From an optimization exercise on the open Yosys and OpenROAD flow, aimed at small area; shortcuts taken in it are not production practice. In this exercise RTL edits were held to simulation tests only and were not proved equivalent to the original. The clock port is modelled as an ideal driver; clocking choices that lean on that would not hold on a real chip. No activity file was given, so power comes from the tool's default toggle rates.

## top_module
module top_module(
    input clk,
    input rst,
    input BTNA,
    input BTNB,
    input [1:0] DIRA,
    input [1:0] DIRB,
    input [2:0] YA,
    input [2:0] YB,
    output LEDA,
    output LEDB,
    output [4:0] LEDX,
    output a_out,b_out,c_out,d_out,e_out,f_out,g_out,p_out,
    output [7:0]an
);
Settings: LEC_CHECK=0, CAP_MARGIN=20, CORE_MARGIN=2, CORE_UTILIZATION=60, PLACE_DENSITY=0.75, SLEW_MARGIN=20; clock period 5.0 ns.
standard.sh (not shown) runs the stock make flow with config.mk's settings and CLKGATE_MAP_FILE= SYNTH_SCRIPT=/design/flow/synth_recipe.tcl, a recipe that flattens the netlist after the stock synthesis.
==> flow/flow/run.sh <==
#!/bin/bash
# Own layout flow: the standard ORFS flow with
#  - synthesis: the standard script with an area-oriented ABC mapping (flow/synth.tcl),
#  - port buffers of the smallest buffer cell (buf_1) instead of the default choice,
#  - CTS with small clock buffers and no dummy loads.
# Each tool's full output is in the ORFS logs under orfs/logs; make's own output
# goes to flow_make.log in this folder.
set -euo pipefail
W=$(pwd)
F=$W/flow
CTS_BUFS="sky130_fd_sc_hd__clkbuf_4"
CTS_CLUSTER=${CTS_CLUSTER:-"-sink_clustering_size 25 -sink_clustering_max_diameter 100"}
bash "$W/standard.sh" \
  "SYNTH_SCRIPT=$F/synth.tcl" \
  "ADDER_MAP_FILE=" \
  "BUFFER_PORTS_ARGS=-buffer_cell sky130_fd_sc_hd__buf_1" \
  "CTS_ARGS=-sink_clustering_enable -repair_clock_nets -dont_use_dummy_load -buf_list {$CTS_BUFS} $CTS_CLUSTER" \
  "POST_CTS_TCL=$F/post_cts.tcl" \
  finish > "$W/flow_make.log" 2>&1
==> flow/flow/area.abc <==
strash
&get -n
&deepsyn -J 300
&put
dch -f
amap
topo
==> flow/flow/post_cts.tcl <==
set own_max_fanout 12
set own_changed 0
foreach inst [get_cells *] {
  set master [get_property $inst ref_name]
  if { $master != "sky130_fd_sc_hd__clkbuf_4" } { continue }
  set net [get_nets -of_objects [get_pins [get_full_name $inst]/X]]
  set fanout [expr { [llength [get_pins -of_objects $net]] - 1 }]
  if { $fanout > $own_max_fanout } {
    puts "post_cts: [get_full_name $inst] drives $fanout pins, upsizing to clkbuf_8"
    replace_cell $inst sky130_fd_sc_hd__clkbuf_8
    incr own_changed
  }
}
if { $own_changed > 0 } {
  detailed_placement
  check_placement -verbose
  estimate_parasitics -placement
}
==> flow/flow/synth.tcl <==
# The standard synthesis (synth_recipe.tcl), with only the combinational
# technology mapping changed: ABC runs an area-oriented script instead of
# ORFS's, and adders are left to ABC instead of being mapped to ha/fa cells.
# Registers, their names and their cell types are those of the standard run.
set own_abc_script [file join [file dirname [file normalize [info script]]] area.abc]
proc synth {args} { yosys synth -nofsm -noshare {*}$args }
proc abc {args} {
  set i [lsearch -exact $args -script]
  if { $i >= 0 } {
    set args [lreplace $args $i [expr { $i + 1 }] -script $::own_abc_script]
  }
  yosys abc {*}$args
}
source $::env(SCRIPTS_DIR)/synth.tcl
# left out here: clear keep_hierarchy, flatten, clean up, hide names made inside functions, write 1_2_yosys.v
Next try:
--- a/flow/flow/run.sh
+++ b/flow/flow/run.sh
@@ -11 +11 @@
-CTS_BUFS="sky130_fd_sc_hd__clkbuf_4"
+CTS_BUFS=${CTS_BUFS:-"sky130_fd_sc_hd__clkbuf_8"}
@@ -18 +17,0 @@
-  "POST_CTS_TCL=$F/post_cts.tcl" \
removed: flow/flow/post_cts.tcl
Effect: The changed run finished clean. Routed wire length barely changes. Count of clock-buffer cells in the layout does not change. Hold slack is about the same. First-iteration DRC count drops by a few percent. Utilization goes up by 0.51 points. Cell area increases slightly. Synthesized area stays the same. Worst setup slack gets better by 26 ps. Critical path depth is unchanged. Global-route usage does not change. Via count hardly moves.

========
run A:
top_module, a different RTL version from the one above (not shown whole).
Size: ~310 cells after synthesis, about 45 flip-flops, ~2200 um2 of cells after synthesis.
// top_module
module top_module(
    input clk,
    input rst,
    input BTNA,
    input BTNB,
    input [1:0] DIRA,
    input [1:0] DIRB,
    input [2:0] YA,
    input [2:0] YB,
    output LEDA,
    output LEDB,
    output [4:0] LEDX,
    output a_out,b_out,c_out,d_out,e_out,f_out,g_out,p_out,
    output [7:0]an
);
==> flow/config.mk <==
export PLATFORM = sky130hd
export DESIGN_NAME = top_module
export DESIGN_NICKNAME = top_module
export VERILOG_FILES = /design/flow/design.v
export SDC_FILE = /design/flow/constraint.sdc
export NUM_CORES = 4
export LEC_CHECK = 0
export CAP_MARGIN = 20
export CORE_MARGIN = 2
export CORE_UTILIZATION = 60
export PLACE_DENSITY = 0.75
export SLEW_MARGIN = 20
==> flow/constraint.sdc <==
create_clock -name core_clock -period 5.0 [get_ports {clk}]
set_input_delay 1.0000 -clock core_clock [delete_from_list [all_inputs] [get_ports {clk}]]
set_output_delay 1.0000 -clock core_clock [all_outputs]
set_load 0.01 [all_outputs]
==> flow/flow/run.sh <==
#!/bin/bash
# Own layout flow: the standard ORFS flow with
#  - synthesis: the standard script with an area-oriented ABC mapping (flow/synth.tcl),
#  - port buffers of the smallest buffer cell (buf_1) instead of the default choice,
#  - CTS with clkbuf_4 buffers and no dummy loads; a leaf buffer that drives
#    more than 12 flip-flops is then upsized to clkbuf_8 (flow/post_cts.tcl).
# Each tool's full output is in the ORFS logs under orfs/logs; make's own output
# goes to flow_make.log in this folder.
set -euo pipefail
W=$(pwd)
F=$W/flow
CTS_BUFS="sky130_fd_sc_hd__clkbuf_4"
CTS_CLUSTER="-sink_clustering_size 25 -sink_clustering_max_diameter 100"
bash "$W/standard.sh" \
  "SYNTH_SCRIPT=$F/synth.tcl" \
  "ADDER_MAP_FILE=" \
  "BUFFER_PORTS_ARGS=-buffer_cell sky130_fd_sc_hd__buf_1" \
  "CTS_ARGS=-sink_clustering_enable -repair_clock_nets -dont_use_dummy_load -buf_list {$CTS_BUFS} $CTS_CLUSTER" \
  "POST_CTS_TCL=$F/post_cts.tcl" \
  finish > "$W/flow_make.log" 2>&1
==> flow/flow/synth.tcl <==
# The standard synthesis (synth_recipe.tcl), with only the combinational
# technology mapping changed: ABC runs an area-oriented script (deep AIG
# synthesis, then area mapping; flow/area.abc) instead of ORFS's, once per
# random seed of the deep synthesis, and the smallest result is kept. The
# seeds run as separate Yosys processes on the netlist as it stands before
# ABC, NUM_CORES at a time; each writes its log next to its result under
# objects/.../own_abc. Adders are left to ABC instead of being mapped to
# ha/fa cells (run.sh sets ADDER_MAP_FILE empty). Registers, their names and
# their cell types are those of the standard run. Every step is
# deterministic.
set own_flow_dir [file dirname [file normalize [info script]]]
set own_seeds {0 1 2 3 4 5 6 7 8 9 10 11 12 13 14 15 16 17 18 19 20 21 22 23}
proc synth {args} { yosys synth -nofsm -noshare {*}$args }
proc abc {args} {
  set i [lsearch -exact $args -script]
  set dir [file join $::env(OBJECTS_DIR) own_abc]
  file delete -force $dir
  file mkdir $dir
  yosys write_rtlil [file join $dir pre.il]
  set fh [open [file join $::own_flow_dir area.abc]]
  set template [read $fh]
  close $fh
  set jobs {}
  foreach seed $::own_seeds {
    set sf [file join $dir seed$seed.abc]
    set fh [open $sf w]
    puts -nonewline $fh [string map [list @SEED@ $seed] $template]
    close $fh
    set a2 [lreplace $args $i [expr { $i + 1 }] -script $sf]
    set ys [file join $dir seed$seed.ys]
    set fh [open $ys w]
    puts $fh "read_rtlil [file join $dir pre.il]"
    puts $fh "abc $a2"
    puts $fh "write_rtlil [file join $dir out$seed.il]"
    puts $fh "tee -q -o [file join $dir area$seed.txt] stat $::lib_args"
    close $fh
    lappend jobs $ys
  }
  set yosys_exe [expr { [info exists ::env(YOSYS_EXE)] ? $::env(YOSYS_EXE) : "yosys" }]
  set ncores [expr { [info exists ::env(NUM_CORES)] ? $::env(NUM_CORES) : 4 }]
  set fh [open [file join $dir jobs.txt] w]
  puts $fh [join $jobs "\n"]
  close $fh
  exec sh -c "xargs -P $ncores -I@ sh -c '\"$yosys_exe\" -q -l @.log -s @ > /dev/null 2>&1' < [file join $dir jobs.txt]"
  set best ""
  set best_seed ""
  foreach seed $::own_seeds {
    set fh [open [file join $dir area$seed.txt]]
    set out [read $fh]
    close $fh
    if { ![regexp {Chip area for module[^:]*:\s*([0-9.]+)} $out -> area] } {
      error "own abc: no area for seed $seed"
    }
    puts "own abc: seed $seed area $area"
    if { $best == "" || $area < $best } {
      set best $area
      set best_seed $seed
    }
  }
  puts "own abc: kept seed $best_seed, area $best"
  yosys design -reset
  yosys read_rtlil [file join $dir out$best_seed.il]
}
source $::env(SCRIPTS_DIR)/synth.tcl
# left out here: clear keep_hierarchy, flatten, clean up, hide names made inside functions, write 1_2_yosys.v
Other scripts of this flow, unchanged in this note and not shown: flow/flow/area.abc, flow/flow/post_cts.tcl
Run A reached the end of the flow, and the finished layout is clean on the timing, DRC and antenna checks.
The following lists how run B was set up differently from run A:
diff --git a/flow/flow/synth.tcl b/flow/flow/synth.tcl
--- a/flow/flow/synth.tcl
+++ b/flow/flow/synth.tcl
@@ -42,13 +42,21 @@
   puts $fh [join $jobs "\n"]
   close $fh
-  exec sh -c "xargs -P $ncores -I@ sh -c '\"$yosys_exe\" -q -l @.log -s @ > /dev/null 2>&1' < [file join $dir jobs.txt]"
+  # a seed whose run fails is left out (xargs then exits non-zero)
+  catch { exec sh -c "xargs -P $ncores -I@ sh -c '\"$yosys_exe\" -q -l @.log -s @ > /dev/null 2>&1' < [file join $dir jobs.txt]" }
   set best ""
   set best_seed ""
   foreach seed $::own_seeds {
-    set fh [open [file join $dir area$seed.txt]]
+    set af [file join $dir area$seed.txt]
+    set of [file join $dir out$seed.il]
+    if { ![file exists $af] || ![file exists $of] } {
+      puts "own abc: seed $seed failed, left out"
+      continue
+    }
+    set fh [open $af]
     set out [read $fh]
     close $fh
     if { ![regexp {Chip area for module[^:]*:\s*([0-9.]+)} $out -> area] } {
-      error "own abc: no area for seed $seed"
+      puts "own abc: seed $seed gave no area, left out"
+      continue
     }
     puts "own abc: seed $seed area $area"
@@ -58,4 +66,5 @@
     }
   }
+  if { $best_seed == "" } { error "own abc: every seed failed" }
   puts "own abc: kept seed $best_seed, area $best"
   yosys design -reset
--- outcome ---
Taking run A as the reference, in run B power essentially unchanged, met2 track demand over resource in global routing essentially unchanged, critical path data required time essentially unchanged, routed wire length essentially unchanged.
Run A and run B ended up with nearly the same clock power.
The inputs of run C differ from those of run B as listed below.
diff --git a/flow/flow/run.sh b/flow/flow/run.sh
--- a/flow/flow/run.sh
+++ b/flow/flow/run.sh
@@ -11,5 +11,5 @@
 F=$W/flow
 CTS_BUFS="sky130_fd_sc_hd__clkbuf_4"
-CTS_CLUSTER="-sink_clustering_size 25 -sink_clustering_max_diameter 100"
+CTS_CLUSTER="-sink_clustering_size 10 -sink_clustering_max_diameter 60"
 bash "$W/standard.sh" \
   "SYNTH_SCRIPT=$F/synth.tcl" \
diff --git a/flow/flow/synth.tcl b/flow/flow/synth.tcl
--- a/flow/flow/synth.tcl
+++ b/flow/flow/synth.tcl
@@ -42,21 +42,13 @@
   puts $fh [join $jobs "\n"]
   close $fh
-  # a seed whose run fails is left out (xargs then exits non-zero)
-  catch { exec sh -c "xargs -P $ncores -I@ sh -c '\"$yosys_exe\" -q -l @.log -s @ > /dev/null 2>&1' < [file join $dir jobs.txt]" }
+  exec sh -c "xargs -P $ncores -I@ sh -c '\"$yosys_exe\" -q -l @.log -s @ > /dev/null 2>&1' < [file join $dir jobs.txt]"
   set best ""
   set best_seed ""
   foreach seed $::own_seeds {
-    set af [file join $dir area$seed.txt]
-    set of [file join $dir out$seed.il]
-    if { ![file exists $af] || ![file exists $of] } {
-      puts "own abc: seed $seed failed, left out"
-      continue
-    }
-    set fh [open $af]
+    set fh [open [file join $dir area$seed.txt]]
     set out [read $fh]
     close $fh
     if { ![regexp {Chip area for module[^:]*:\s*([0-9.]+)} $out -> area] } {
-      puts "own abc: seed $seed gave no area, left out"
-      continue
+      error "own abc: no area for seed $seed"
     }
     puts "own abc: seed $seed area $area"
@@ -66,5 +58,4 @@
     }
   }
-  if { $best_seed == "" } { error "own abc: every seed failed" }
   puts "own abc: kept seed $best_seed, area $best"
   yosys design -reset
## What came out
Run C did not stop at any stage, and its layout met the timing, DRC and antenna checks.
From run B to run C, share of the cycle needed by the critical path after routing did not move at all.
Run B -> run C: flip-flop and latch count delta 0, exact match
Run C vs. run B: final instance area ~0 delta, delay contributed by the slowest stage of the critical path ~0 delta, non-clock buffer count ~0 delta, worst slack at placement ~0 delta.

========
top_module, a different RTL version from the one above (not shown whole).
Size in the first run: ~460 cells after synthesis, roughly 0.0031 mm^2 of cells after synthesis.
## top_module
module top_module(
    input clk,
    input rst,
    input BTNA,
    input BTNB,
    input [1:0] DIRA,
    input [1:0] DIRB,
    input [2:0] YA,
    input [2:0] YB,
    output LEDA,
    output LEDB,
    output [4:0] LEDX,
    output a_out,b_out,c_out,d_out,e_out,f_out,g_out,p_out,
    output [7:0]an
);
wire tick, first, btn_a, btn_b;
wire [2:0] digit, digit_nx;
wire [3:0] sym_nx;
clk_divider dividermodule (.clk_in(clk), .rst(rst), .tick(tick), .digit(digit), .digit_nx(digit_nx), .first(first));
debouncer A (clk, rst, tick, BTNA, btn_a);
debouncer B (clk, rst, tick, BTNB, btn_b);
hockey mymodule (.clk(clk), .rst(rst), .ce(tick), .BTNA(btn_a), .BTNB(btn_b),
    .DIRA(DIRA), .DIRB(DIRB), .YA(YA), .YB(YB),
    .LEDA(LEDA), .LEDB(LEDB), .LEDX(LEDX),
    .digit_nx(digit_nx), .sym_nx(sym_nx));
ssd displa_ssd (.clk(clk), .rst(rst), .first(first), .digit(digit), .sym_nx(sym_nx),
    .a_out(a_out), .b_out(b_out), .c_out(c_out), .d_out(d_out), .e_out(e_out),
    .f_out(f_out), .g_out(g_out), .p_out(p_out), .an(an));
endmodule
clock: 5.0 ns
lec_check: 0
abc_area: 1
cap_margin: 20
core_margin: 2
core_utilization: 40
place_density: 0.6
slew_margin: 20
run.sh (not shown) runs the stock make flow with config.mk's settings and CLKGATE_MAP_FILE= SYNTH_SCRIPT=/design/flow/synth_recipe.tcl, a recipe that flattens the netlist after the stock synthesis.
Stock flow here: none of the scripts above is used.
Next try:
==> flow/flow/run.sh (new file) <==
#!/bin/bash
# Own layout flow: the standard ORFS flow with
#  - synthesis: the standard script with an area-oriented ABC mapping (flow/synth.tcl),
#  - port buffers of the smallest buffer cell (buf_1) instead of the default choice,
#  - CTS without dummy loads.
# Each tool's full output is in the ORFS logs under orfs/logs; make's own output
# goes to flow_make.log in this folder.
set -euo pipefail
W=$(pwd)
F=$W/flow
bash "$W/standard.sh" \
  "SYNTH_SCRIPT=$F/synth.tcl" \
  "ADDER_MAP_FILE=" \
  "BUFFER_PORTS_ARGS=-buffer_cell sky130_fd_sc_hd__buf_1" \
  "CTS_ARGS=-sink_clustering_enable -repair_clock_nets -dont_use_dummy_load" \
  finish > "$W/flow_make.log" 2>&1
==> flow/flow/area.abc (new file) <==
strash
dc2
dch -f
map -a
strash
dc2
dch -f
map -a
topo
==> flow/flow/synth.tcl (new file) <==
# The standard synthesis (synth_recipe.tcl), with only the combinational
# technology mapping changed: ABC runs an area-oriented script instead of
# ORFS's, and adders are left to ABC instead of being mapped to ha/fa cells.
# Registers, their names and their cell types are those of the standard run.
set own_abc_script [file join [file dirname [file normalize [info script]]] area.abc]
proc synth {args} { yosys synth -nofsm -noshare {*}$args }
proc abc {args} {
  set i [lsearch -exact $args -script]
  if { $i >= 0 } {
    set args [lreplace $args $i [expr { $i + 1 }] -script $::own_abc_script]
  }
  yosys abc {*}$args
}
source $::env(SCRIPTS_DIR)/synth.tcl
# left out here: clear keep_hierarchy, flatten, clean up, hide names made inside functions, write 1_2_yosys.v
==> flow/standard.sh (new file) <==
#!/bin/bash
# synth_recipe.tcl (not shown) runs the flow's synth.tcl, then flattens the netlist and writes it again
# the make line also repeats each setting of config.mk as NAME=value (left out here)
make -C /OpenROAD-flow-scripts/flow DESIGN_CONFIG=/design/flow/config.mk WORK_HOME=/design/flow/orfs CLKGATE_MAP_FILE= SYNTH_SCRIPT=/design/flow/synth_recipe.tcl "${@:-finish}"
- ABC_AREA: 1 -> not set
removed: flow/run.sh
What happened: First-iteration DRC count is lower by 15%; wire length is lower by 18%; worst hold slack gets worse by 0.013 ns; final area is lower by 20%; clock skew is higher by 0.021 ns; total power is lower by 22%; via count is lower by 10%; cell count is lower by 13%; synthesized cell count is lower by 13%; worst setup slack gets worse by 0.24 ns; global-route usage barely changes.

port drivers added, routing unchanged:
In the flow no input, the clock included, has a driving cell. The finished layouts below were timed again as built, in two steps.
Step 1 assumes that a clkbuf_16 drives the clock port and a buf_2 every other input.
Step 2 times the ports against the registers' clock, not the clock port: input delays grow and output delays shrink by t, the midpoint of the rising clock arrivals with the driver on.
Slacks: ideal / step 1 / step 2; pairs: ideal / step 1.
| run | t, ns | setup WS [ns] | worst setup path after step 2 | worst register clock-pin slew, ns | worst data-port slew with drivers (ns) |
|---|---|---|---|---|---|
| the first run of note 1 | 0.372 | 1.131 / 1.131 / 1.131 | register to register | 0.10 / 0.10 | 0.03 |
| the second run of note 1 | 0.323 | 1.157 / 1.157 / 1.157 | register to register | 0.09 / 0.09 | 0.03 |
| run A | 0.358 | 1.595 / 1.569 / 1.707 | register to register | 0.10 / 0.10 | 0.03 |
| run B | 0.358 | 1.595 / 1.569 / 1.707 | register to register | 0.10 / 0.10 | 0.03 |
| run C | 0.358 | 1.595 / 1.569 / 1.707 | register to register | 0.10 / 0.10 | 0.03 |
| the first run of note 3 | 0.326 | 1.520 / 1.491 / 1.817 | register to output | 0.09 / 0.09 | 0.04 |
| the second run of note 3 | 0.325 | 1.283 / 1.283 / 1.283 | register to register | 0.09 / 0.09 | 0.03 |
After both steps setup and hold are still met in every run listed.
